Source: an optimization exercise on an open RTL-to-GDS flow (aim: small area and a short achievable clock period). Production flows keep margins and buffers that such runs may drop.
In this exercise RTL edits were held to simulation tests only and were not proved equivalent to the original.
No activity file was given, so power comes from the tool's default toggle rates.

==> flow/design.v <==
`timescale 1ns/100ps
module APB_Slave
(
    input                         PCLK,
    input                         PRESETn,
    input                         PENABLE,
    input        [8-1:0] PADDR,
    input                         PWRITE,
    input                         PSEL,
    input        [32-1:0] PWDATA,
    output reg   [32-1:0] PRDATA,
    output reg                    PREADY
);
reg [32-1:0] RAM [0:2**8 -1];
reg [1:0] State;
reg [8-1:0] temp_addr;
reg [32-1:0] temp_data;
reg temp_write;
wire match = PSEL && PENABLE && PADDR==temp_addr && PWRITE==temp_write && PWDATA==temp_data;
always @(negedge PRESETn or negedge PCLK) begin
    if (PRESETn == 0) begin
        State <= 2'b00;
        PRDATA <= 0;
        PREADY <= 0;
    end
    else begin
        case (State)
            2'b00 : begin
                PRDATA <= 0;
                if (PSEL && !PENABLE)begin
                    State <= 2'b01;
                end
            end
            2'b01 : begin
                if (match) begin
                    if (PWRITE)begin
                        PREADY <= 1;
                    end else if (!PWRITE)begin
                        PREADY <= 1;
                        PRDATA <= RAM[PADDR];
                    end
                end
                State <= 2'b00;
            end
            default:State <= 2'b00;
        endcase
    end
end
always @(negedge PCLK) begin
    if (PRESETn) begin
        case (State)
            2'b00 : begin
                if (PSEL && !PENABLE)begin
                    temp_addr<=PADDR;
                    temp_data<=PWDATA;
                    temp_write<=PWRITE;
                end
            end
            2'b01 : begin
                if (match && PWRITE)
                    RAM[PADDR] <= PWDATA;
            end
            default: ;
        endcase
    end
end
endmodule
==> flow/run.sh <==
#!/bin/bash
# synth_recipe.tcl (not shown) runs the flow's synth.tcl, then flattens the netlist and writes it again
# the make line also repeats each setting of config.mk as NAME=value (left out here)
make -C /OpenROAD-flow-scripts/flow DESIGN_CONFIG=/design/flow/config.mk WORK_HOME=/design/flow/orfs CLKGATE_MAP_FILE= SYNTH_SCRIPT=/design/flow/synth_recipe.tcl finish
==> flow/config.mk <==
export PLATFORM = sky130hd
export DESIGN_NAME = APB_Slave
export DESIGN_NICKNAME = APB_Slave
export VERILOG_FILES = /design/flow/design.v
export SDC_FILE = /design/flow/constraint.sdc
export NUM_CORES = 8
export LEC_CHECK = 0
export CAP_MARGIN = 20
export CORE_MARGIN = 2
export CORE_UTILIZATION = 40
export SLEW_MARGIN = 20
export SYNTH_MEMORY_MAX_BITS = 8192
==> flow/constraint.sdc <==
create_clock -name core_clock -period 12.0 [get_ports {PCLK}]
set_input_delay 2.4000 -clock core_clock [delete_from_list [all_inputs] [get_ports {PCLK}]]
set_output_delay 2.4000 -clock core_clock [all_outputs]
set_load 0.01 [all_outputs]
==> impl_metrics.env, run 1 <==
export IMPL_vdd_drop_max_mv=0.182
export IMPL_vias=196000
export IMPL_syn_num_nets=14600
export IMPL_dpl_worst_slack_ps=-751
export IMPL_dieArea_um2=795000
export IMPL_cts_tree="done"
export IMPL_die_h_um=891
export IMPL_drv_slew=0
export IMPL_ant_nets=0
export IMPL_syn2layout_area_growth_pct=29.2
export IMPL_finalHoldViolCount=0
export IMPL_syn_inst=14500
export IMPL_io_pins=78
export IMPL_hold_path_end="PRDATA[17]"
export IMPL_syn_area_um2=315000
export IMPL_post_cts_buffers=0
export IMPL_grt_max_degree=144
export IMPL_grt_use_total_pct=24.9
export IMPL_synth_seq_area_share_pct=78.8
export IMPL_r2r_slack_ps=7490
export IMPL_ys_types=61
export IMPL_min_path_type="reg -> reg"
export IMPL_maxCapViolCount=0
export IMPL_r2r_cells=11
export IMPL_final_setup_tns_ps=0
export IMPL_drt_iter0_drc=30400
export IMPL_clkPwrFrac_pct=51.6
export IMPL_detailedPlacementHpwl_um=635000
export IMPL_setup_viol=0
export IMPL_async_flop_share_pct=0.411
export IMPL_yosys_most_used_dff="edfxtp_1"
export IMPL_worstMarginPinSlew_ps=1440
export IMPL_reg2reg_from="temp_data[18]"
export IMPL_dieWidth_um=891
export IMPL_drt_first_pass_iters=7
export IMPL_seqPwrFrac_pct=43.9
export IMPL_fin_ws_ps=291
export IMPL_nFillCells=63900
export IMPL_ys_seq_elements=8267
export IMPL_post_drt_wl_per_cell_um=28.6
export IMPL_numCtsBuffers=833
export IMPL_hold_slack_ps=432
export IMPL_sw_frac_of_total_pct=28.7
export IMPL_worstPathMaxFanout=30
export IMPL_htree_levels=6
export IMPL_finish_utilization_pct=51.9
export IMPL_start_util_pct=40.2
export IMPL_post_drt_via_cell_ratio=5.48
export IMPL_critPathRequiredTime_ps=6880
export IMPL_cts_buffer_depth=4
export IMPL_clk_pin_slew_ps=50
export IMPL_drc_errors=0
export IMPL_clkLatencyLatePin_ps=1120
export IMPL_end_kind="flip-flop"
export IMPL_rsz0062_at_grt="no"
export IMPL_grt_overflow=0
export IMPL_path_class="in -> reg"
export IMPL_hold_path_depth=2
export IMPL_first_global_vias=205000
export IMPL_drive_gt1_share_pct=19.6
export IMPL_cts_resized=0
export IMPL_cts_root_buf="clkbuf_16"
export IMPL_yosys_warnings=1
export IMPL_grt_antenna_before_repair=98
export IMPL_drt_total_wl_um=1020000
export IMPL_fin_nets=24600
export IMPL_power_frac_comb_pct=4.5
export IMPL_synth_edf_count=8233
export IMPL_p_leak_nw=165
export IMPL_grt_pass1_wl_um=1410000
export IMPL_cts_num_sinks=8267
export IMPL_globalplace_congestion=0.914
export IMPL_row_count=325
export IMPL_p_sw_mw=20.9
export IMPL_worstSetupStartpointType="input pin"
export IMPL_io_buffers=77
export IMPL_core_area_um2=784000
export IMPL_p_per_area_nw_per_um2=179
export IMPL_worstHoldStart="PRDATA[17]"
export IMPL_worstPathArrival_ps=6590
export IMPL_timing_rr_end="RAM[154][0]"
export IMPL_syn_area_per_cell_um2=21.7
export IMPL_outcome="complete, no violations"
export IMPL_max_slew_margin_rel_pct=3.90
export IMPL_fin_skew_ps=104
export IMPL_totalPowerFinal_mw=72.9
export IMPL_cts_hold_buf=0
export IMPL_internal_power_mw=51.9
[area by class of cell]
type	count	area (um^2)	share of cell area (%)
clock inverter	8894	37700	9.27
tap	10500	13100	3.22
inverter	4	25.0	0.00615
timing repair buffer	1804	21600	5.32
antenna	18	45.0	0.0111
clock buffer	865	21200	5.21
sequential	8267	248000	61.0
multi-input combinational	5418	65100	16.0
[routing by layer]
layer  GRT usage [%]  vias to the layer above  share of wire, %
met4            12.3                       30               3.8
li1                -                    81500                 -
met1            33.0                   101000                37
met3            7.92                     1473                12
met2            37.5                    12300                47
met5               0                        -             0.030
[synthesized netlist by cell type, drive strengths merged (2+ instances only)]
cell        n  share of area (%)
buf       490               0.89
o31ai      32              0.076
and2        5             0.0099
mux4     1505                 11
nor2      467               0.56
nor3b       2             0.0048
nand4b      3              0.010
o21a        2             0.0048
o311a      30              0.095
nor2b       6              0.012
inv         4             0.0048
nand4      76               0.15
dfrtn      34               0.27
a22oi     451                1.1
mux2i    1250                4.0
o2111ai    61               0.17
or2         2             0.0040
xnor2      41               0.11
nand4bb     4              0.014
mux2       61               0.22
edfxtp   8233                 78
o211ai     34              0.081
a41oi      31              0.086
and3        2             0.0040
nor4       37              0.075
o21ai      96               0.15
a22o       65               0.18
or4        30              0.071
a2111oi    31               0.11
nand3     138               0.22
nand2b      4             0.0079
nand2     318               0.38
nor3       21              0.043
a221oi    125               0.35
a21oi     157               0.25
a211oi     33              0.079
o22ai     256               0.51
a31oi      35              0.070
clkbuf    348               0.42
[power by group through the flow]
| stage | Sequential (mW) | Clock (mW) | Combinational [mW] |
|---|---|---|---|
| after CTS | 32.0 | 38.3 | 3.24 |
| after detailed placement | 32.4 | 4.05 | 3.23 |
| after global placement | 32.4 | 4.05 | 3.21 |
| after floorplan | 32.4 | 4.05 | 1.30 |
| final | 32.0 | 37.6 | 3.27 |
| after global routing | 31.9 | 41.4 | 3.33 |
[how the worst max path moves through the flow]
stage                  end  startpoint
2_1_floorplan  RAM[188][0]    PADDR[1]
3_3_place_gp    PRDATA[24]    PADDR[1]
3_5_place_dp    PRDATA[24]    PADDR[1]
4_1_cts         PRDATA[24]    PADDR[1]
5_1_grt         PRDATA[24]    PADDR[1]
6_report        PRDATA[24]    PADDR[1]
[registers in the layout (all words and copies together), names as in the netlist]
name / cells
PRDATA: 32
PREADY: 1
RAM: 8192
State: 1
temp_addr: 8
temp_data: 32
temp_write: 1
[cell families after synthesis]
| logic type | synth area share, % |
|---|---|
| buffers and inverters | 1.31 |
| and+or+nand+nor | 1.57 |
| xor gates and xnor gates | 0.114 |
| muxes | 14.9 |
| DFF | 78.8 |
| AOI/OAI and AO/OA | 3.30 |
[metrics by stage]
step | std cells | instance area [um^2]
global placement | 26000 | 348000
finish | 35700 | 407000
global route | 35700 | 407000
floorplan | 14500 | 315000
CTS | 35700 | 407000
detailed placement | 26000 | 348000
[worst max-delay path, cell delays in order]
cell and delay [ps]:
buf_16 210, buf_12 260, buf_12 280, buf_4 290, mux4_2 520, o211ai_1 750, o2111ai_1 530, o221a_2 500
a2111oi_1 330, buf_4 290, o31ai_1 90
[cell usage in the layout, fill, tap and decap left out, types with 17 or more instances in the layout]
cell                n
buf_8              33
buf_4            1114
xnor2_1            37
dfrtn_1            34
inv_1            8454
mux2i_1          1250
inv_6              17
or4_1              30
o311a_1            30
a221oi_1          125
o211ai_1           34
bufinv_16         109
a22oi_1           451
inv_4              27
mux2_2             61
clkbuf_16         838
o22ai_1           256
diode_2            18
a211oi_1           33
nand2_1           315
a31oi_1            35
a22o_1             65
o2111ai_1          61
nand3_1           133
nand4_1            75
clkinvlp_2        216
buf_12            614
a21oi_1           156
a41oi_1            31
nor4_1             34
clkinv_16          26
o21ai_0            94
nor2_1            200
a2111oi_1          21
mux4_2           1505
nor2_4            265
o31ai_1            32
edfxtp_1         8233
clkdlybuf4s50_1    37
==> run 2, diff against run 1 <==
==> flow/design.v (replaced) <==
`timescale 1ns/100ps
module APB_Slave
(
    input               PCLK,
    input               PRESETn,
    input               PENABLE,
    input        [7:0]  PADDR,
    input               PWRITE,
    input               PSEL,
    input        [31:0] PWDATA,
    output reg   [31:0] PRDATA,
    output reg          PREADY
);
reg         setup;         
reg  [7:0]  temp_addr;
reg  [31:0] temp_data;
reg         temp_write;
reg         wr_pend;       
reg         ph;            
reg  [8191:0] mem;         
wire match = setup && PSEL && PENABLE && PADDR == temp_addr &&
             PWRITE == temp_write && PWDATA == temp_data;
wire [15:0] dlo = 16'd1 << temp_addr[3:0];
wire [15:0] dhi = 16'd1 << temp_addr[7:4];
wire [255:0] sel_n;
wire [255:0] we;
genvar r, b;
generate
    for (r = 0; r < 256; r = r + 1) begin : dec
        apb_nand2 u_sel (.a(dlo[r % 16]), .b(dhi[r / 16]), .y(sel_n[r]));
        apb_nor2  u_we  (.a(sel_n[r]), .b(!wr_pend), .y(we[r]));
    end
endgenerate
wire [31:0] wd = wr_pend ? temp_data ^ {32{ph}} : 32'hFFFF_FFFF;
wire [8191:0] mem_d;
generate
    for (r = 0; r < 256; r = r + 1) begin : row
        for (b = 0; b < 32; b = b + 1) begin : col
            apb_o22ai u (.a1(mem[32*r+b]), .a2(we[r]), .b1(sel_n[r]), .b2(wd[b]), .y(mem_d[32*r+b]));
        end
    end
endgenerate
always @(negedge PCLK)
    mem <= mem_d;
wire [31:0] rd_n;
generate
    for (b = 0; b < 32; b = b + 1) begin : rdt
        wire [127:0] l1;    
        wire [31:0]  l2;    
        wire [7:0]   l3;    
        wire [1:0]   l4;    
        for (r = 0; r < 128; r = r + 1) begin : g1
            apb_o22ai u (.a1(mem[32*(2*r)+b]), .a2(sel_n[2*r]), .b1(mem[32*(2*r+1)+b]), .b2(sel_n[2*r+1]), .y(l1[r]));
        end
        for (r = 0; r < 32; r = r + 1) begin : g2
            apb_or4 u (.a(l1[4*r]), .b(l1[4*r+1]), .c(l1[4*r+2]), .d(l1[4*r+3]), .y(l2[r]));
        end
        for (r = 0; r < 8; r = r + 1) begin : g3
            apb_or4 u (.a(l2[4*r]), .b(l2[4*r+1]), .c(l2[4*r+2]), .d(l2[4*r+3]), .y(l3[r]));
        end
        for (r = 0; r < 2; r = r + 1) begin : g4
            apb_or4 u (.a(l3[4*r]), .b(l3[4*r+1]), .c(l3[4*r+2]), .d(l3[4*r+3]), .y(l4[r]));
        end
        assign rd_n[b] = l4[0] | l4[1];
    end
endgenerate
wire [31:0] rd = ~rd_n ^ {32{ph}};
always @(negedge PRESETn or negedge PCLK) begin
    if (!PRESETn) begin
        setup  <= 1'b0;
        PRDATA <= 32'd0;
        PREADY <= 1'b0;
    end else begin
        setup  <= !setup && PSEL && !PENABLE;
        PRDATA <= (match && !PWRITE) ? rd : 32'd0;
        if (match)
            PREADY <= 1'b1;
    end
end
always @(negedge PCLK) begin
    if (PRESETn && !setup && PSEL && !PENABLE) begin
        temp_addr  <= PADDR;
        temp_data  <= PWDATA;
        temp_write <= PWRITE;
    end
    wr_pend <= PRESETn && match && PWRITE;
    ph <= !ph;
end
endmodule
module apb_nand2 (input a, b, output y);
    assign y = ~(a & b);
endmodule
module apb_nor2 (input a, b, output y);
    assign y = ~(a | b);
endmodule
module apb_o22ai (input a1, a2, b1, b2, output y);
    assign y = ~((a1 | a2) & (b1 | b2));
endmodule
module apb_or4 (input a, b, c, d, output y);
    assign y = a | b | c | d;
endmodule
--- a/flow/config.mk
+++ b/flow/config.mk
@@ -9,4 +9,6 @@
 export CORE_MARGIN = 2
-export CORE_UTILIZATION = 40
+export CORE_UTILIZATION = 55
 export SLEW_MARGIN = 20
+export SYNTH_HIERARCHICAL = 1
 export SYNTH_MEMORY_MAX_BITS = 8192
+export SYNTH_MINIMUM_KEEP_SIZE = 0
==> run 2 against run 1 <==
  * Wire length increased by 2.4%
  * Final area down 19%
  * Worst hold slack improved by 3.2 ps
  * Sequential share of layout area down 11 points
  * Sequential cell count increased by 2
  * Non-clock buffer count down 1049
  * Highest routed layer unchanged
  * Clock power down 1%
  * Die area fell by 40%
==> impl_metrics.env, run 2 <==
export IMPL_outcome="complete, no violations"
export IMPL_largestRegisters="mem x8192, PRDATA x32, temp_data x32"
export IMPL_core_area_um2=467000
export IMPL_drive_gt1_share_pct=7.62
export IMPL_top_register="mem"
export IMPL_first_global_vias=264000
export IMPL_grt_antenna_before_repair=157
export IMPL_row_count=251
export IMPL_final_setup_tns_ps=0
export IMPL_cts_hold_buf=0
export IMPL_syn2layout_area_growth_pct=28.7
export IMPL_io_pins=78
export IMPL_yosys_warnings=7
export IMPL_io_buffers=77
export IMPL_end_kind="primary output"
export IMPL_worstPathArrival_ps=8000
export IMPL_vdd_drop_max_mv=0.177
export IMPL_drt_total_wl_um=1050000
export IMPL_r2r_slack_ps=4840
export IMPL_drt_iter0_drc=30000
export IMPL_detailedPlacementHpwl_um=586000
export IMPL_cts_root_buf="clkbuf_16"
export IMPL_slowest_delay_ps=550
export IMPL_finalHoldViolCount=0
export IMPL_setup_viol=0
export IMPL_critPathRequiredTime_ps=9600
export IMPL_start_util_pct=55.1
export IMPL_crit_chain="clkdlybuf4s50_1"
export IMPL_synth_seq_area_share_pct=64.6
export IMPL_fin_nets=32600
export IMPL_p_per_area_nw_per_um2=196
export IMPL_post_drt_via_cell_ratio=6.74
export IMPL_grt_max_degree=146
export IMPL_dieArea_um2=473000
export IMPL_ys_seq_elements=8269
export IMPL_cts_resized=0
export IMPL_rsz0062_at_grt="no"
export IMPL_cpLargestDelayFamily="buffers and inverters"
export IMPL_min_path_type="reg -> reg"
export IMPL_post_cts_buffers=0
export IMPL_die_h_um=688
export IMPL_worstMarginPinSlew_ps=1280
export IMPL_drc_errors=0
export IMPL_clkLatencyLatePin_ps=1090
export IMPL_path_class="reg -> out"
export IMPL_dieWidth_um=688
export IMPL_multiInputGateArea_um2=92700
export IMPL_synthTopCellsByArea="dfxtp_1 64%, o22ai_1 30%, or4_1 3.9%"
export IMPL_syn_area_per_cell_um2=11.3
export IMPL_worstSetupStartpointType="flip-flop"
export IMPL_p_leak_nw=154
export IMPL_async_flop_share_pct=0.411
export IMPL_path_buf_inv=1
export IMPL_cts_num_sinks=8269
export IMPL_clk_pin_slew_ps=50
export IMPL_htree_levels=6
export IMPL_ff_latch_area_um2=166000
export IMPL_grt_overflow=0
export IMPL_layout_commonest_cell="o22ai_1"
export IMPL_syn_num_nets=22800
export IMPL_post_drt_wl_per_cell_um=26.4
export IMPL_maxCapViolCount=0
export IMPL_synth_top_cell_by_area="dfxtp_1"
export IMPL_yosysTopAreaCellShare_pct=63.7
export IMPL_critPathSlowestCell="clkdlybuf4s50_1"
export IMPL_max_slew_margin_rel_pct=14.7
export IMPL_nFillCells=37100
export IMPL_ant_nets=0
export IMPL_final_cell_mix="12,300 x o22ai_1, 8,511 x inv_1, 8,192 x dfxtp_1"
export IMPL_drt_first_pass_iters=12
export IMPL_vias=267000
export IMPL_grt_pass1_wl_um=1520000
export IMPL_totalPowerFinal_mw=65.0
export IMPL_syn_area_um2=257000
export IMPL_numCtsBuffers=835
export IMPL_grt_use_total_pct=42.1
export IMPL_synth_edf_count=41
export IMPL_largest_reg_flops=8192
export IMPL_yosysMostFrequentCell="o22ai_1"
export IMPL_cts_tree="done"
export IMPL_yosys_most_used_dff="dfxtp_1"
export IMPL_globalplace_congestion=0.887
export IMPL_drv_slew=0
export IMPL_cts_buffer_depth=4
export IMPL_ys_types=31
export IMPL_worstPathMaxFanout=1
export IMPL_syn_inst=22700
export IMPL_fin_skew_ps=86.9
export IMPL_synthTopCellsByCount="12,300 x o22ai_1, 8,194 x dfxtp_1, 1,345 x or4_1, 293 x nand2_1, 274 x nor2_1"
==> run 2: changes by cell type in the layout (fill, tap and decap cells not counted), moves of 250 or more <==
cell,delta
nand2_1,-310
o22ai_1,+12000
mux2i_1,-1250
nor2_2,+257
edfxtp_1,-8192
a22oi_1,-451
nor2_4,-250
buf_12,-601
buf_4,-450
or4_1,+1314
dfxtp_1,+8192
nand2_2,+255
mux4_2,-1505
==> run 2: cell type report <==
type	count	area share (%)
multi-input combinational	14400	28.0
clock buffer	866	6.54
sequential	8269	50.1
tap	6198	2.34
antenna	201	0.152
clock inverter	8882	11.0
inverter	3	0.00567
timing repair buffer	755	1.82
==> run 2: metrics by stage <==
step	util, %	setup slack [ps]	hold WS, ps	std cells	cell area (um^2)
6_report	71.0	1600	436	39600	331000
2_1_floorplan	-	1970	422	22700	257000
3_3_place_gp	58.4	889	429	29700	273000
4_1_cts	70.9	1560	435	39400	331000
5_1_grt	70.9	1560	447	39400	331000
3_5_place_dp	58.4	858	422	29700	273000
==> run 2: power by group <==
group / total [mW] / switching [mW] / internal, mW
registers: 27.7 / 0.00544 / 27.7
clock network: 37.2 / 18.5 / 18.7
logic: 0.121 / 0.0859 / 0.0351
total: 65.0 / 18.6 / 46.5
==> run 2: path summary, 6_finish.rpt <==
kind                               from          to  cells after the start
setup / recovery             PRDATA[15]  PRDATA[15]                      1
hold / removal                   PREADY      PREADY                      2
setup reg to reg           temp_addr[3]  PRDATA[24]                     13
hold reg to reg                  PREADY      PREADY                      2
max in group asynchronous       PRESETn  PRDATA[29]                      2
min in group asynchronous       PRESETn   PRDATA[4]                      2
==> run 2: per-module statistics from Yosys (local to each module, per instance) <==
module,times used,flops+latches,cells inside,cell area [um^2]
apb_o22ai,12300,0,1,6.26
APB_Slave,1,8269,8605,168000
apb_nor2,256,0,1,3.75
apb_nand2,256,0,1,3.75
apb_or4,1344,0,1,7.51
==> run 2: layer usage <==
layer | GRT usage (%) | vias to the layer above | part of all wire, %
met5 | 0 | - | 0.055
met4 | 27.6 | 84 | 5.8
met3 | 15.4 | 2467 | 12
met2 | 61.6 | 15100 | 43
met1 | 52.0 | 132000 | 39
li1 | - | 118000 | -
==> run 2: cell families (layout without fill, tap and decap cells) <==
| kind of cell | Yosys count | count (layout) | synth area share [%] |
|---|---|---|---|
| compound gates | 12400 | 12400 | 30.0 |
| xor+xnor | 73 | 73 | 0.251 |
| buf+inv | 40 | 10500 | 0.0890 |
| flops | 8269 | 8269 | 64.6 |
| other cells | 0 | 201 | 0 |
| simple gates | 2014 | 2014 | 5.11 |
==> run 3, diff against run 2 <==
--- a/flow/design.v
+++ b/flow/design.v
@@ -18,18 +18,44 @@
 reg         wr_pend;       
-reg         ph;            
 reg  [8191:0] mem;         
-wire match = setup && PSEL && PENABLE && PADDR == temp_addr &&
-             PWRITE == temp_write && PWDATA == temp_data;
+genvar r, b;
+wire [43:0] eq;
+generate
+    for (b = 0; b < 32; b = b + 1) begin : eqd
+        apb_xnor2 u (.a(PWDATA[b]), .b(temp_data[b]), .y(eq[b]));
+    end
+    for (b = 0; b < 8; b = b + 1) begin : eqa
+        apb_xnor2 u (.a(PADDR[b]), .b(temp_addr[b]), .y(eq[32+b]));
+    end
+endgenerate
+apb_xnor2 eqw (.a(PWRITE), .b(temp_write), .y(eq[40]));
+assign eq[41] = PSEL;
+assign eq[42] = PENABLE;
+assign eq[43] = setup;
+wire [10:0] m1;    
+wire [2:0]  m2;    
+wire        match_n;
+generate
+    for (b = 0; b < 11; b = b + 1) begin : mt1
+        apb_nand4 u (.a(eq[4*b]), .b(eq[4*b+1]), .c(eq[4*b+2]), .d(eq[4*b+3]), .y(m1[b]));
+    end
+endgenerate
+apb_nor4 mt2a (.a(m1[0]), .b(m1[1]), .c(m1[2]), .d(m1[3]), .y(m2[0]));
+apb_nor4 mt2b (.a(m1[4]), .b(m1[5]), .c(m1[6]), .d(m1[7]), .y(m2[1]));
+apb_nor3 mt2c (.a(m1[8]), .b(m1[9]), .c(m1[10]), .y(m2[2]));
+apb_nand3 mt3 (.a(m2[0]), .b(m2[1]), .c(m2[2]), .y(match_n));
+wire match = !match_n;
 wire [15:0] dlo = 16'd1 << temp_addr[3:0];
 wire [15:0] dhi = 16'd1 << temp_addr[7:4];
+wire [15:0] dlo_n = ~dlo;
+wire [15:0] dhi_n = ~dhi;
+wire [15:0] dhi_w = dhi & {16{wr_pend}};
 wire [255:0] sel_n;
 wire [255:0] we;
-genvar r, b;
 generate
     for (r = 0; r < 256; r = r + 1) begin : dec
-        apb_nand2 u_sel (.a(dlo[r % 16]), .b(dhi[r / 16]), .y(sel_n[r]));
-        apb_nor2  u_we  (.a(sel_n[r]), .b(!wr_pend), .y(we[r]));
+        apb_or2  u_sel (.a(dlo_n[r % 16]), .b(dhi_n[r / 16]), .y(sel_n[r]));
+        apb_and2 u_we  (.a(dlo[r % 16]), .b(dhi_w[r / 16]), .y(we[r]));
     end
 endgenerate
-wire [31:0] wd = wr_pend ? temp_data ^ {32{ph}} : 32'hFFFF_FFFF;
+wire [31:0] wd = wr_pend ? temp_data : 32'hFFFF_FFFF;
 wire [8191:0] mem_d;
@@ -38,3 +64,3 @@
         for (b = 0; b < 32; b = b + 1) begin : col
-            apb_o22ai u (.a1(mem[32*r+b]), .a2(we[r]), .b1(sel_n[r]), .b2(wd[b]), .y(mem_d[32*r+b]));
+            apb_o22a u (.a1(mem[32*r+b]), .a2(we[r]), .b1(sel_n[r]), .b2(wd[b]), .y(mem_d[32*r+b]));
         end
@@ -55,14 +81,21 @@
         for (r = 0; r < 32; r = r + 1) begin : g2
-            apb_or4 u (.a(l1[4*r]), .b(l1[4*r+1]), .c(l1[4*r+2]), .d(l1[4*r+3]), .y(l2[r]));
+            apb_nor4 u (.a(l1[4*r]), .b(l1[4*r+1]), .c(l1[4*r+2]), .d(l1[4*r+3]), .y(l2[r]));
         end
         for (r = 0; r < 8; r = r + 1) begin : g3
-            apb_or4 u (.a(l2[4*r]), .b(l2[4*r+1]), .c(l2[4*r+2]), .d(l2[4*r+3]), .y(l3[r]));
+            apb_nand4 u (.a(l2[4*r]), .b(l2[4*r+1]), .c(l2[4*r+2]), .d(l2[4*r+3]), .y(l3[r]));
         end
         for (r = 0; r < 2; r = r + 1) begin : g4
-            apb_or4 u (.a(l3[4*r]), .b(l3[4*r+1]), .c(l3[4*r+2]), .d(l3[4*r+3]), .y(l4[r]));
+            apb_nor4 u (.a(l3[4*r]), .b(l3[4*r+1]), .c(l3[4*r+2]), .d(l3[4*r+3]), .y(l4[r]));
         end
-        assign rd_n[b] = l4[0] | l4[1];
+        apb_nand2 u5 (.a(l4[0]), .b(l4[1]), .y(rd_n[b]));
     end
 endgenerate
-wire [31:0] rd = ~rd_n ^ {32{ph}};
+wire [31:0] rd = ~rd_n;
+wire [31:0] rdg_n = ~(rd & {32{!temp_write}});
+wire [31:0] prdata_d;
+generate
+    for (b = 0; b < 32; b = b + 1) begin : prd
+        apb_nor2 u (.a(match_n), .b(rdg_n[b]), .y(prdata_d[b]));
+    end
+endgenerate
 always @(negedge PRESETn or negedge PCLK) begin
@@ -74,3 +107,3 @@
         setup  <= !setup && PSEL && !PENABLE;
-        PRDATA <= (match && !PWRITE) ? rd : 32'd0;
+        PRDATA <= prdata_d;
         if (match)
@@ -85,5 +118,10 @@
     end
-    wr_pend <= PRESETn && match && PWRITE;
-    ph <= !ph;
+    wr_pend <= PRESETn && match && temp_write;
 end
+endmodule
+module apb_or2 (input a, b, output y);
+    assign y = a | b;
+endmodule
+module apb_and2 (input a, b, output y);
+    assign y = a & b;
 endmodule
@@ -95,2 +133,11 @@
 endmodule
+module apb_nor3 (input a, b, c, output y);
+    assign y = ~(a | b | c);
+endmodule
+module apb_nand3 (input a, b, c, output y);
+    assign y = ~(a & b & c);
+endmodule
+module apb_xnor2 (input a, b, output y);
+    assign y = ~(a ^ b);
+endmodule
 module apb_o22ai (input a1, a2, b1, b2, output y);
@@ -98,4 +145,10 @@
 endmodule
-module apb_or4 (input a, b, c, d, output y);
-    assign y = a | b | c | d;
+module apb_nor4 (input a, b, c, d, output y);
+    assign y = ~(a | b | c | d);
 endmodule
+module apb_nand4 (input a, b, c, d, output y);
+    assign y = ~(a & b & c & d);
+endmodule
+module apb_o22a (input a1, a2, b1, b2, output y);
+    assign y = (a1 | a2) & (b1 | b2);
+endmodule
--- a/flow/config.mk
+++ b/flow/config.mk
@@ -10,2 +10,3 @@
 export CORE_UTILIZATION = 55
+export SETUP_SLACK_MARGIN = 3.0
 export SLEW_MARGIN = 20
==> run 3 against run 2 <==
  * Now fails the layout checks on antenna rules
  * Wire length rose by 6.6%
  * Global-route usage fell by 1.2 points
  * Count of clock-buffer cells in the layout fell by 7
  * Critical path depth did not move
  * First-iteration DRC count fell by 9.8%
  * Synthesized cell count fell by 0.19%
  * Area after synthesis rose by 10%
  * Critical endpoint is now PRDATA[25]
==> impl_metrics.env, run 3 <==
export IMPL_outcome="finished with violations"
export IMPL_so_faults="antenna rules"
export IMPL_start_util_pct=55.2
export IMPL_grt_overflow=0
export IMPL_grt_pass1_wl_um=1600000
export IMPL_largestRegisters="mem x8192, PRDATA x32, temp_data x32"
export IMPL_drt_total_wl_um=1120000
export IMPL_ys_types=28
export IMPL_post_drt_wl_per_cell_um=27.7
export IMPL_nFillCells=41300
export IMPL_post_drt_via_cell_ratio=6.71
export IMPL_first_global_vias=268000
export IMPL_synth_top_family_by_area="compound AO/OA/AOI/OAI gates"
export IMPL_clkLatencyLatePin_ps=1100
export IMPL_slowest_delay_ps=420
export IMPL_cpLargestDelayFamily="flip-flops"
export IMPL_dpl_worst_slack_ps=1010
export IMPL_crit_chain="buf_2"
export IMPL_drt_first_pass_iters=8
export IMPL_reg2reg_from="temp_addr[2]"
export IMPL_ys_seq_elements=8268
export IMPL_syn_inst=22700
export IMPL_worstPathArrival_ps=7580
export IMPL_die_h_um=722
export IMPL_p_leak_nw=170
export IMPL_core_area_um2=513000
export IMPL_synth_xor_area_share_pct=0.127
export IMPL_synth_seq_area_share_pct=58.6
export IMPL_worstPathMaxFanout=1
export IMPL_drc_errors=0
export IMPL_clk_pin_slew_ps=50
export IMPL_drt_iter0_drc=27100
export IMPL_path_buf_inv=1
export IMPL_cts_tree="done"
export IMPL_yosysMostFrequentCell="dfxtp_1"
export IMPL_rsz0062_at_grt="yes"
export IMPL_cts_num_sinks=8268
export IMPL_cts_root_buf="clkbuf_16"
export IMPL_ff_latch_area_um2=166000
export IMPL_grt_use_total_pct=40.9
export IMPL_final_cell_mix="8,535 x inv_1, 8,192 x o22a_1, 8,192 x dfxtp_1"
export IMPL_multiInputGateArea_um2=118000
export IMPL_async_flop_share_pct=0.411
export IMPL_setup_viol=0
export IMPL_vias=270000
export IMPL_hold_slack_ps=464
export IMPL_worstSetupStartpointType="flip-flop"
export IMPL_critPathSlowestCell="dfrtn_1"
export IMPL_synth_adder_area_share_pct=0
export IMPL_io_pins=78
export IMPL_synth_compound_area_share_pct=34.3
export IMPL_synth_top_cell_by_area="dfxtp_1"
export IMPL_synthTopCellsByCount="8,193 x dfxtp_1, 8,192 x o22a_1, 4,096 x o22ai_1, 1,091 x nor4_2, 269 x nand4_1"
export IMPL_yosys_most_used_dff="dfxtp_1"
export IMPL_top_register="mem"
export IMPL_htree_levels=6
export IMPL_grt_max_degree=168
export IMPL_finish_utilization_pct=69.8
export IMPL_globalplace_congestion=0.917
export IMPL_dpl_cell_count=30200
export IMPL_fin_skew_ps=84.1
export IMPL_worstHoldStart="mem[563]"
export IMPL_syn_area_um2=284000
export IMPL_largest_reg_flops=8192
export IMPL_critPathLaunch="PRDATA[25]"
export IMPL_detailedPlacementHpwl_um=635000
export IMPL_finalHoldViolCount=0
export IMPL_io_buffers=77
export IMPL_synth_simple_area_share_pct=6.92
export IMPL_synth_edf_count=41
export IMPL_final_design_area_no_fill_um2=358000
export IMPL_path_class="reg -> out"
export IMPL_fin_nets=32600
export IMPL_max_slew_margin_rel_pct=1.64
export IMPL_critPathRequiredTime_ps=9600
export IMPL_finalNonFillerCells=40300
export IMPL_drive_gt1_share_pct=10.6
export IMPL_dieWidth_um=722
export IMPL_muxShareOfSynthArea_pct=0
export IMPL_numCtsBuffers=851
export IMPL_yosys_warnings=7
export IMPL_drv_slew=0
export IMPL_totalPowerFinal_mw=65.4
export IMPL_syn_area_per_cell_um2=12.5
export IMPL_vdd_drop_max_mv=0.166
export IMPL_final_setup_tns_ps=0
export IMPL_place_area_um2=299000
export IMPL_grt_antenna_before_repair=94
export IMPL_syn2layout_area_growth_pct=26.4
export IMPL_fin_ws_ps=2020
export IMPL_maxCapViolCount=1
export IMPL_dieArea_um2=521000
export IMPL_row_count=263
export IMPL_layout_commonest_cell="inv_1"
export IMPL_syn_num_nets=22800
export IMPL_end_kind="primary output"
export IMPL_min_path_type="reg -> reg"
export IMPL_cts_buffer_depth=4
export IMPL_yosysTopAreaCellShare_pct=57.8
export IMPL_ant_nets=1
export IMPL_p_per_area_nw_per_um2=182
export IMPL_worstMarginPinSlew_ps=1460
export IMPL_synthTopCellsByArea="dfxtp_1 58%, o22a_1 25%, o22ai_1 9.0%"
-- run 3: cell count changes after synthesis, moves of 217 or more --
cell / change
nand4_1: +264
and2_1: +256
or2_1: +256
or4_1: -1345
o22ai_1: -8192
nor2_1: -217
nor4_2: +1091
nand2_1: -240
o22a_1: +8192
-- run 3: where the power goes --
part	internal, mW	switching (mW)
registers	27.7	0.00400
clock network	18.7	18.4
logic	0.126	0.457
-- run 3: kinds of logic (layout without fill, tap and decap cells) --
group | after synthesis | count (layout)
AOI/OAI and AO/OA | 12300 | 12300
xor gates and xnor gates | 41 | 41
buffers and inverters | 17 | 10600
DFF | 8268 | 8268
other | 0 | 236
and+or+nand+nor | 2091 | 2098
-- run 3: Yosys stat by module, one instance, submodules excluded --
module	times used	flops+latches	cell area [um^2]
apb_nand3	1	0	5.00
APB_Slave	1	8268	167000
apb_o22a	8192	0	8.76
apb_nor4	1090	0	12.5
apb_xnor2	41	0	8.76
apb_and2	256	0	6.26
apb_nor3	1	0	10.0
apb_nor2	32	0	3.75
apb_nand4	267	0	6.26
apb_nand2	32	0	3.75
apb_or2	256	0	6.26
apb_o22ai	4096	0	6.26
-- run 3: final timing paths --
path,end,slack (ps),cells past startpoint
max,PRDATA[25],2020,1
max in group asynchronous,PRDATA[25],4350,2
min,mem[563],460,1
min reg2reg,mem[563],460,1
max reg2reg,PRDATA[17],4360,14
min in group asynchronous,PRDATA[1],7300,2
-- run 3: area by class of cell --
cell class                      instances  share of cell area (%)
Timing Repair Buffer                  807                    1.80
Clock buffer                          859                    6.00
Antenna cell                          236                   0.165
Inverter                                2                 0.00209
Tap cell                             6757                    2.36
Clock inverter                       8928                    10.3
Multi-Input combinational cell      14400                    33.0
Sequential cell                      8268                    46.4
-- run 3: what timing repair did --
| action | CTS | global route |
|---|---|---|
| endpoints found under the setup margin | 108 | 87 |
| setup buffers | 9 | 5 |
| hold buffers | 0 | 0 |
| gates resized for setup | 193 | 36 |
| pin swaps | 12 | 9 |
| cloned | 6 | 1 |
-- run 3: metal layers --
metal / routed length (um) / global-route usage (%) / share of wire, %
met1: 431000 / 48.3 / 39
met2: 493000 / 61.6 / 44
met3: 120000 / 14.8 / 11
met4: 71200 / 28.6 / 6.4
met5: 151 / 0 / 0.014
==> run 4, diff against run 3 <==
--- a/flow/config.mk
+++ b/flow/config.mk
@@ -9,3 +9,3 @@
 export CORE_MARGIN = 2
-export CORE_UTILIZATION = 55
+export CORE_UTILIZATION = 50
 export SETUP_SLACK_MARGIN = 3.0
==> run 4 against run 3 <==
  * The layout still fails its checks (antenna rules)
  * Die area is 9.9% higher
  * Sequential power is essentially flat
  * Via count shrank 1.1%
  * Area after synthesis unchanged
  * First-iteration DRC count down 5.6%
  * Sequential cell count did not move
  * Clock skew up 9.5 ps
  * Total power is 0.98% higher
  * Worst hold slack worse by 31 ps
  * Largest power group unchanged
==> impl_metrics.env, run 4 <==
export IMPL_io_buffers=77
export IMPL_detailedPlacementHpwl_um=633000
export IMPL_htree_levels=6
export IMPL_path_class="in -> reg"
export IMPL_max_slew_margin_rel_pct=15.0
export IMPL_clkLatencyLatePin_ps=1110
export IMPL_largestRegisters="mem x8192, PRDATA x32, temp_data x32"
export IMPL_drt_iter0_drc=25600
export IMPL_synth_top_family_by_area="compound AO/OA/AOI/OAI gates"
export IMPL_min_path_type="reg -> reg"
export IMPL_dieArea_um2=573000
export IMPL_synth_simple_area_share_pct=6.92
export IMPL_end_kind="flip-flop"
export IMPL_grt_busiest_layer="met2"
export IMPL_synth_adder_area_share_pct=0
export IMPL_async_flop_share_pct=0.411
export IMPL_worstPathMaxFanout=6
export IMPL_synth_xor_area_share_pct=0.127
export IMPL_post_drt_via_cell_ratio=6.51
export IMPL_worstPathArrival_ps=5770
export IMPL_numCtsBuffers=865
export IMPL_largest_reg_flops=8192
export IMPL_syn2layout_area_growth_pct=27.0
export IMPL_worstSetupStartpointType="input pin"
export IMPL_rsz0062_at_grt="yes"
export IMPL_place_area_um2=300000
export IMPL_r2r_slack_ps=4690
export IMPL_ys_seq_elements=8268
export IMPL_vdd_drop_max_mv=0.166
export IMPL_die_h_um=757
export IMPL_top_register="mem"
export IMPL_synthTopCellsByArea="dfxtp_1 58%, o22a_1 25%, o22ai_1 9.0%"
export IMPL_grt_use_total_pct=36.6
export IMPL_synthTopCellsByCount="8,193 x dfxtp_1, 8,192 x o22a_1, 4,096 x o22ai_1, 1,091 x nor4_2, 269 x nand4_1"
export IMPL_grt_pass1_wl_um=1580000
export IMPL_met3_usage_pct=12.9
export IMPL_fin_skew_ps=93.6
export IMPL_start_util_pct=50.2
export IMPL_muxShareOfSynthArea_pct=0
export IMPL_post_drt_wl_per_cell_um=26.8
export IMPL_cpMostUsedCell="buf_4"
export IMPL_synth_seq_area_share_pct=58.6
export IMPL_globalplace_congestion=0.878
export IMPL_fin_nets=32600
export IMPL_core_area_um2=565000
export IMPL_synth_top_cell_by_area="dfxtp_1"
export IMPL_synth_compound_area_share_pct=34.3
export IMPL_io_pins=78
export IMPL_grt_use_met1_pct=45.2
export IMPL_synth_edf_count=41
export IMPL_yosysMostFrequentCell="dfxtp_1"
export IMPL_cts_tree="done"
export IMPL_drive_gt1_share_pct=10.8
export IMPL_grt_max_degree=137
export IMPL_layout_commonest_cell="inv_1"
export IMPL_finalHoldViolCount=0
export IMPL_dieWidth_um=757
export IMPL_ant_nets=1
export IMPL_totalPowerFinal_mw=66.0
export IMPL_syn_num_nets=22800
export IMPL_ys_types=28
export IMPL_cts_root_buf="clkbuf_16"
export IMPL_syn_inst=22700
export IMPL_final_cell_mix="8,471 x inv_1, 8,192 x o22a_1, 8,192 x dfxtp_1"
export IMPL_syn_area_per_cell_um2=12.5
export IMPL_row_count=276
export IMPL_p_per_area_nw_per_um2=183
export IMPL_first_global_vias=265000
export IMPL_drv_slew=0
export IMPL_drt_first_pass_iters=8
export IMPL_setup_viol=0
export IMPL_cts_num_sinks=8268
export IMPL_p_leak_nw=170
export IMPL_final_setup_tns_ps=0
export IMPL_cts_buffer_depth=4
export IMPL_outcome="finished with violations"
export IMPL_grt_antenna_before_repair=96
export IMPL_drt_total_wl_um=1100000
export IMPL_critPathSlowestCell="clkdlybuf4s50_1"
export IMPL_so_faults="antenna rules"
export IMPL_worstMarginPinSlew_ps=1270
export IMPL_grt_overflow=0
export IMPL_crit_chain="clkdlybuf4s50_1 -> xnor2_2 -> buf_4 -> nand4_1 -> buf_4 -> nor3_2 -> nand3_4 -> buf_12 -> buf_16 -> nor2_1"
export IMPL_syn_area_um2=284000
export IMPL_met2_usage_pct=55.3
export IMPL_yosys_warnings=7
export IMPL_nFillCells=48100
export IMPL_hold_slack_ps=433
export IMPL_vias=267000
export IMPL_yosysTopAreaCellShare_pct=57.8
export IMPL_clk_pin_slew_ps=50
export IMPL_slowest_delay_ps=820
export IMPL_yosys_most_used_dff="dfxtp_1"
export IMPL_drc_errors=0
export IMPL_maxCapViolCount=0
export IMPL_critPathRequiredTime_ps=7050
export IMPL_final_design_area_no_fill_um2=360000
export IMPL_cts_hold_buf=0
-- run 4: critical path: cells and delay by family --
family	cells	cell delay (ps)
simple gates	4	990
buf+inv	5	1730
xor+xnor	1	580
-- run 4: report_power, final --
group	internal (mW)	total [mW]	leakage, nW	switching (mW)
sequential	27.7	27.7	66.8	0.00377
clock	19.3	37.7	58.0	18.4
combinational	0.127	0.568	44.8	0.441
-- run 4: metal layers --
metal	part of all wire, %	routed length, um
met5	0.0063	69
met4	4.4	48600
met2	45	490000
met1	41	447000
met3	10	113000
-- run 4: path summary, 6_finish.rpt --
kind / from / end / depth (start not counted)
worst min register to register: PREADY / PREADY / 1
worst max-delay path: PADDR[0] / PRDATA[13] / 10
worst min-delay path: PREADY / PREADY / 1
min in group asynchronous: PRESETn / setup / 2
worst max register to register: temp_addr[2] / PRDATA[13] / 13
max in group asynchronous: PRESETn / PRDATA[16] / 2
-- run 4: final cells by class --
type | count | area (um^2) | area share (%)
Timing Repair Buffer | 800 | 6390 | 1.77
Tap cell | 7506 | 9390 | 2.61
Antenna cell | 198 | 495 | 0.138
Sequential cell | 8268 | 166000 | 46.1
Clock buffer | 884 | 22100 | 6.13
Multi-Input combinational cell | 14400 | 118000 | 32.8
Clock inverter | 8925 | 37300 | 10.4
Inverter | 2 | 7.51 | 0.00209
-- run 4: kinds of logic after synthesis --
logic type / after synthesis
AOI/OAI and AO/OA: 12300
xor gates and xnor gates: 41
buffers and inverters: 17
DFF: 8268
and+or+nand+nor: 2091
-- run 4: modules after synthesis, one instance, submodules excluded, a selection --
module,flip-flops and latches,cells
APB_Slave,8268,8441
apb_nor4,0,1
apb_nor3,0,1
apb_o22a,0,1
apb_xnor2,0,1
apb_and2,0,1
apb_nand4,0,1
apb_o22ai,0,1
apb_nand3,0,1
-- run 4: stage by stage --
stage | utilization (%) | setup slack (ps) | instances
finish | 63.7 | 1280 | 41000
global route | 63.6 | 1360 | 40800
CTS | 63.6 | 1480 | 40800
detailed placement | 53.0 | -905 | 31000
global placement | 53.0 | -980 | 31000
floorplan | - | 2540 | 22700
-- run 4: repair_timing --
| action | CTS | global route |
|---|---|---|
| gates resized for setup | 196 | 34 |
| setup endpoints to repair | 98 | 68 |
| hold endpoints to repair | 0 | 0 |
| pin swaps | 8 | 5 |
| gates cloned | 4 | 1 |
| setup buffers | 5 | 0 |
==> run 5, diff against run 4 <==
--- a/flow/config.mk
+++ b/flow/config.mk
@@ -9,4 +9,4 @@
 export CORE_MARGIN = 2
-export CORE_UTILIZATION = 50
-export SETUP_SLACK_MARGIN = 3.0
+export CORE_UTILIZATION = 60
+export SETUP_SLACK_MARGIN = 2.0
 export SLEW_MARGIN = 20
==> run 5 against run 4 <==
  * The layout fails its checks (antenna rules, slew limit)
  * Sequential cell count is the same
  * Area after synthesis is the same
  * Sequential power about the same
  * Count of clock-buffer cells in the layout decreased by 16
  * First-iteration DRC count increased by 19%
  * Final area decreased by 0.88%
  * Critical path depth decreased by 2
  * Via count increased by 1.4%
  * Final cell count is 3.3% lower
  * Setup slack better by 710 ps
  * Critical path type unchanged
  * Largest power group unchanged
  * Highest routed layer unchanged
==> impl_metrics.env, run 5 <==
export IMPL_outcome="finished with violations"
export IMPL_so_faults="antenna rules, slew limit"
export IMPL_largestRegisters="mem x8192, PRDATA x32, temp_data x32"
export IMPL_largest_reg_flops=8192
export IMPL_final_cell_mix="8,487 x inv_1, 8,192 x o22a_1, 8,192 x dfxtp_1"
export IMPL_clk_pin_slew_ps=40
export IMPL_layout_commonest_cell="inv_1"
export IMPL_synth_seq_area_share_pct=58.6
export IMPL_post_cts_buffers=0
export IMPL_ant_nets=5
export IMPL_grt_max_degree=177
export IMPL_finalHoldViolCount=0
export IMPL_drt_iter0_drc=30400
export IMPL_yosys_most_used_dff="dfxtp_1"
export IMPL_post_drt_wl_per_cell_um=26.9
export IMPL_grt_use_total_pct=42.4
export IMPL_top_register="mem"
export IMPL_drc_errors=0
export IMPL_syn_area_um2=284000
export IMPL_end_kind="flip-flop"
export IMPL_grt_pass1_wl_um=1550000
export IMPL_syn_area_per_cell_um2=12.5
export IMPL_worstPathArrival_ps=5010
export IMPL_r2r_cells=13
export IMPL_drt_first_pass_iters=8
export IMPL_grt_overflow=0
export IMPL_syn2layout_area_growth_pct=25.8
export IMPL_yosysTopAreaCellShare_pct=57.8
export IMPL_die_h_um=691
export IMPL_async_flop_share_pct=0.411
export IMPL_syn_inst=22700
export IMPL_final_design_area_no_fill_um2=357000
export IMPL_cts_tree="done"
export IMPL_cts_buffer_depth=4
export IMPL_vias=271000
export IMPL_worstMarginPinSlew_ps=1570
export IMPL_ff_latch_area_um2=166000
export IMPL_first_global_vias=269000
export IMPL_endpoint="wr_pend"
export IMPL_ys_seq_elements=8268
export IMPL_ys_types=28
export IMPL_fin_nets=32600
export IMPL_dpl_worst_slack_ps=880
export IMPL_synth_top_cell_by_area="dfxtp_1"
export IMPL_cts_root_buf="clkbuf_16"
export IMPL_numCtsBuffers=834
export IMPL_core_area_um2=471000
export IMPL_drv_slew=24
export IMPL_detailedPlacementHpwl_um=598000
export IMPL_dieWidth_um=691
export IMPL_drt_total_wl_um=1070000
export IMPL_final_setup_tns_ps=0
export IMPL_htree_levels=6
export IMPL_place_area_um2=298000
export IMPL_synthTopCellsByCount="8,193 x dfxtp_1, 8,192 x o22a_1, 4,096 x o22ai_1, 1,091 x nor4_2, 269 x nand4_1"
export IMPL_syn_num_nets=22800
export IMPL_synthTopCellsByArea="dfxtp_1 58%, o22a_1 25%, o22ai_1 9.0%"
export IMPL_post_drt_via_cell_ratio=6.82
export IMPL_slowest_delay_ps=690
export IMPL_nFillCells=33900
export IMPL_hold_path_depth=1
export IMPL_worstSetupStartpointType="input pin"
export IMPL_crit_chain="clkdlybuf4s50_1 -> xnor2_1 -> nand4_1 -> buf_4 -> nor4_4 -> nand3_2 -> buf_12 -> nor2_1"
export IMPL_critPathRequiredTime_ps=7000
export IMPL_grt_antenna_before_repair=91
export IMPL_worstPathMaxFanout=34
export IMPL_yosys_warnings=7
export IMPL_io_pins=78
export IMPL_hold_slack_ps=417
export IMPL_synth_edf_count=41
export IMPL_start_util_pct=60.2
export IMPL_fin_ws_ps=1990
export IMPL_min_path_type="reg -> reg"
export IMPL_critPathSlowestCell="nand4_1"
export IMPL_r2r_slack_ps=4270
export IMPL_dieArea_um2=478000
export IMPL_maxCapViolCount=0
export IMPL_setup_viol=0
export IMPL_fin_skew_ps=89.9
export IMPL_max_slew_margin_rel_pct=-4.35
export IMPL_critPathLaunch="PWDATA[6]"
export IMPL_rsz0062_at_grt="no"
export IMPL_p_leak_nw=169
export IMPL_reg2reg_from="temp_addr[3]"
export IMPL_io_buffers=77
export IMPL_yosysMostFrequentCell="dfxtp_1"
export IMPL_row_count=252
export IMPL_timing_rr_end="PRDATA[6]"
export IMPL_clkLatencyLatePin_ps=1110
export IMPL_globalplace_congestion=0.920
export IMPL_vdd_drop_max_mv=0.183
export IMPL_multiInputGateArea_um2=118000
export IMPL_p_per_area_nw_per_um2=184
export IMPL_drive_gt1_share_pct=10.4
export IMPL_path_class="in -> reg"
export IMPL_cts_num_sinks=8268
-- run 5: cell counts after synthesis --
Identical to the previous run, type by type.
-- run 5: kinds of logic after synthesis --
group	Yosys count	share of synthesized area [%]
XOR/XNOR	41	0.127
AO/OA/AOI/OAI	12300	34.3
flip-flops	8268	58.6
AND/OR/NAND/NOR	2091	6.92
buffers and inverters	17	0.0274
-- run 5: how the worst min path moves through the flow --
| stage | to | from | slack (ps) |
|---|---|---|---|
| after global placement | PREADY | PREADY | 430 |
| after floorplan | mem[1000] | mem[1000] | 450 |
| after detailed placement | PREADY | PREADY | 420 |
| final | PREADY | PREADY | 420 |
| after global routing | PREADY | PREADY | 440 |
| after CTS | PREADY | PREADY | 420 |
-- run 5: power breakdown --
group          internal [mW]  total (mW)  switching (mW)
sequential              27.7        27.7         0.00291
combinational          0.119       0.552           0.432
clock                   19.0        37.2            18.2
total                   46.9        65.5            18.7
-- run 5: timing repair --
action | in CTS | in global routing
resized for setup | 133 | 4
endpoints found under the setup margin | 36 | 11
hold buffers | 0 | 0
pin swaps | 1 | 1
-- run 5: through the flow --
stage	util [%]	cells	power (mW)
2_1_floorplan	-	22700	32.4
3_3_place_gp	63.3	29700	32.7
4_1_cts	75.6	39400	65.9
3_5_place_dp	63.3	29700	32.7
5_1_grt	75.7	39500	69.2
6_report	75.8	39700	65.5
-- run 5: modules after synthesis, one instance, submodules excluded, excerpt --
module / area [um^2] / flip-flops and latches / copies in the design / cells
apb_nor4: 12.5 / 0 / 1090 / 1
apb_nand4: 6.26 / 0 / 267 / 1
apb_o22ai: 6.26 / 0 / 4096 / 1
apb_nor2: 3.75 / 0 / 32 / 1
apb_nand2: 3.75 / 0 / 32 / 1
apb_nor3: 10.0 / 0 / 1 / 1
apb_xnor2: 8.76 / 0 / 41 / 1
apb_or2: 6.26 / 0 / 256 / 1
-- run 5: final cells by class --
cell class	instances	share of cell area [%]
inverter	2	0.00210
multi-input combinational	14400	33.0
clock inverter	8872	10.3
tap	6223	2.18
sequential	8268	46.6
antenna	241	0.169
clock buffer	868	6.08
timing repair buffer	777	1.70
-- run 5: layer usage --
metal  vias up  global-route usage [%]  wire length [um]
met2     15100                    63.6            469000
li1     117000                       -                 -
met3      2881                    15.9            130000
met1    135000                    50.6            403000
met5         -                       0               155
met4        22                    29.0             65000
-- run 5: worst max-delay path: cells and delay by family --
kind / cells / cell delay [ps]
buf+inv: 3 / 1130
xor+xnor: 1 / 150
simple gates: 4 / 1300
==> run 6, diff against run 5 <==
--- a/flow/config.mk
+++ b/flow/config.mk
@@ -7,7 +7,7 @@
 export LEC_CHECK = 0
-export CAP_MARGIN = 20
+export CAP_MARGIN = 30
 export CORE_MARGIN = 2
-export CORE_UTILIZATION = 60
+export CORE_UTILIZATION = 55
 export SETUP_SLACK_MARGIN = 2.0
-export SLEW_MARGIN = 20
+export SLEW_MARGIN = 35
 export SYNTH_HIERARCHICAL = 1
==> run 6 against run 5 <==
  * Now clean on timing, DRC and antenna
  * Count of clock-buffer cells in the layout down 8
  * Die area up 9.0%
  * Highest routed layer unchanged
  * Critical path type is now reg -> out
  * Synthesized cell count unchanged
==> impl_metrics.env, run 6 <==
export IMPL_clkLatencyLatePin_ps=1120
export IMPL_yosys_warnings=7
export IMPL_yosysMostFrequentCell="dfxtp_1"
export IMPL_timing_rr_end="PRDATA[12]"
export IMPL_finalNonFillerCells=40300
export IMPL_finalHoldViolCount=0
export IMPL_p_per_area_nw_per_um2=183
export IMPL_ant_nets=0
export IMPL_fin_skew_ps=108
export IMPL_vdd_drop_max_mv=0.172
export IMPL_place_area_um2=300000
export IMPL_drc_errors=0
export IMPL_dpl_worst_slack_ps=1500
export IMPL_die_h_um=722
export IMPL_fin_nets=32700
export IMPL_worstPathArrival_ps=7570
export IMPL_async_flop_share_pct=0.411
export IMPL_grt_pass1_wl_um=1620000
export IMPL_dieArea_um2=521000
export IMPL_cts_buffer_depth=4
export IMPL_clk_pin_slew_ps=50
export IMPL_path_class="reg -> out"
export IMPL_synth_seq_area_share_pct=58.6
export IMPL_grt_use_total_pct=41.3
export IMPL_cts_num_sinks=8268
export IMPL_numCtsBuffers=850
export IMPL_yosys_most_used_dff="dfxtp_1"
export IMPL_synthTopCellsByArea="dfxtp_1 58%, o22a_1 25%, o22ai_1 9.0%"
export IMPL_nFillCells=41100
export IMPL_final_design_area_no_fill_um2=360000
export IMPL_hold_path_depth=1
export IMPL_io_pins=78
export IMPL_max_slew_margin_rel_pct=12.2
export IMPL_critPathRequiredTime_ps=9600
export IMPL_p_leak_nw=170
export IMPL_yosysTopAreaCellShare_pct=57.8
export IMPL_dpl_cell_count=30300
export IMPL_row_count=263
export IMPL_ys_types=28
export IMPL_min_path_type="reg -> reg"
export IMPL_io_buffers=77
export IMPL_worstMarginPinSlew_ps=1310
export IMPL_cts_root_buf="clkbuf_16"
export IMPL_grt_max_degree=153
export IMPL_syn_inst=22700
export IMPL_layout_commonest_cell="inv_1"
export IMPL_cts_tree="done"
export IMPL_post_drt_via_cell_ratio=6.77
export IMPL_setup_viol=0
export IMPL_fin_ws_ps=2030
export IMPL_top_register="mem"
export IMPL_dieWidth_um=722
export IMPL_syn2layout_area_growth_pct=26.8
export IMPL_outcome="complete, no violations"
export IMPL_synthTopCellsByCount="8,193 x dfxtp_1, 8,192 x o22a_1, 4,096 x o22ai_1, 1,091 x nor4_2, 269 x nand4_1"
export IMPL_synth_top_cell_by_area="dfxtp_1"
export IMPL_drt_total_wl_um=1130000
export IMPL_worstSetupStartpointType="flip-flop"
export IMPL_post_cts_buffers=0
export IMPL_worstHoldStart="PREADY"
export IMPL_start_util_pct=55.2
export IMPL_critPathSlowestCell="dfrtn_1"
export IMPL_htree_levels=6
export IMPL_drt_iter0_drc=30500
export IMPL_first_global_vias=268000
export IMPL_grt_antenna_before_repair=98
export IMPL_path_buf_inv=1
export IMPL_syn_num_nets=22800
export IMPL_core_area_um2=513000
export IMPL_final_setup_tns_ps=0
export IMPL_multiInputGateArea_um2=118000
export IMPL_largestRegisters="mem x8192, PRDATA x32, temp_data x32"
export IMPL_rsz0062_at_grt="no"
export IMPL_drv_slew=0
export IMPL_ys_seq_elements=8268
export IMPL_worstPathMaxFanout=1
export IMPL_r2r_slack_ps=4000
export IMPL_detailedPlacementHpwl_um=647000
export IMPL_synth_edf_count=41
export IMPL_slowest_delay_ps=410
export IMPL_cts_hold_buf=0
export IMPL_syn_area_um2=284000
export IMPL_grt_overflow=0
export IMPL_final_cell_mix="8,507 x inv_1, 8,192 x o22a_1, 8,192 x dfxtp_1"
export IMPL_cpLargestDelayFamily="flip-flops"
export IMPL_post_drt_wl_per_cell_um=28.0
export IMPL_crit_chain="buf_2"
export IMPL_end_kind="primary output"
export IMPL_ff_latch_area_um2=166000
export IMPL_maxCapViolCount=0
export IMPL_largest_reg_flops=8192
export IMPL_reg2reg_from="temp_addr[1]"
export IMPL_globalplace_congestion=0.880
export IMPL_drt_first_pass_iters=10
export IMPL_hold_path_end="PREADY"
export IMPL_r2r_cells=13
export IMPL_drive_gt1_share_pct=10.8
export IMPL_vias=273000
export IMPL_syn_area_per_cell_um2=12.5
## run 6: per-stage QoR
| stage | hold WS [ps] | total power, mW | utilization (%) |
|---|---|---|---|
| 2_1_floorplan | 449 | 32.4 | - |
| 3_3_place_gp | 423 | 32.8 | 58.3 |
| 3_5_place_dp | 425 | 32.8 | 58.4 |
| 4_1_cts | 421 | 66.1 | 69.8 |
| 5_1_grt | 457 | 69.3 | 70.0 |
| 6_report | 426 | 65.6 | 70.0 |
## run 6: final cells by class
class,count,area share (%)
Inverter,2,0.00209
Multi-Input combinational cell,14400,32.9
Tap cell,6757,2.35
Timing Repair Buffer,899,2.10
Clock buffer,860,5.97
Sequential cell,8268,46.2
Clock inverter,8915,10.3
Antenna cell,213,0.148
## run 6: cells by family after synthesis
logic type      after synthesis  share of synthesized area, %
simple gates               2091                          6.92
xor+xnor                     41                         0.127
flops                      8268                          58.6
compound gates            12300                          34.3
buf+inv                      17                        0.0274
## run 6: what timing repair did
item                                   in CTS  in global routing
resized for setup                         131                  1
setup endpoints to repair                  33                  1
endpoints found under the hold margin       0                  0
## run 6: worst max path at each step
stage	slack (ps)	to	depth (start not counted)	start
finish	2030	PRDATA[0]	1	PRDATA[0]
global route	2010	PREADY	1	PREADY
CTS	1910	PRDATA[0]	1	PRDATA[0]
detailed placement	1500	PRDATA[9]	7	PADDR[2]
global placement	1460	wr_pend	8	PADDR[6]
floorplan	2190	wr_pend	5	PWDATA[6]
## run 6: power by group
group | internal (mW) | leakage [nW] | switching (mW)
Sequential | 27.7 | 66.8 | 0.00485
Combinational | 0.136 | 45.5 | 0.461
Clock | 18.8 | 57.8 | 18.5
Total | 46.7 | 170 | 18.9
## run 6: modules after synthesis (local to each module, per instance)
module,cells,times used,area [um^2]
APB_Slave,8441,1,167000
apb_nor4,1,1090,12.5
apb_nor3,1,1,10.0
apb_o22a,1,8192,8.76
apb_xnor2,1,41,8.76
apb_and2,1,256,6.26
apb_nand4,1,267,6.26
apb_o22ai,1,4096,6.26
apb_or2,1,256,6.26
apb_nand3,1,1,5.00
apb_nand2,1,32,3.75
apb_nor2,1,32,3.75
## run 6: metal layers
layer | global-route usage [%] | vias up | wire (um)
li1 | - | 118000 | -
met1 | 51.8 | 138000 | 449000
met2 | 60.7 | 14800 | 488000
met3 | 14.8 | 2678 | 133000
met4 | 25.4 | 42 | 58900
met5 | 0 | - | 268
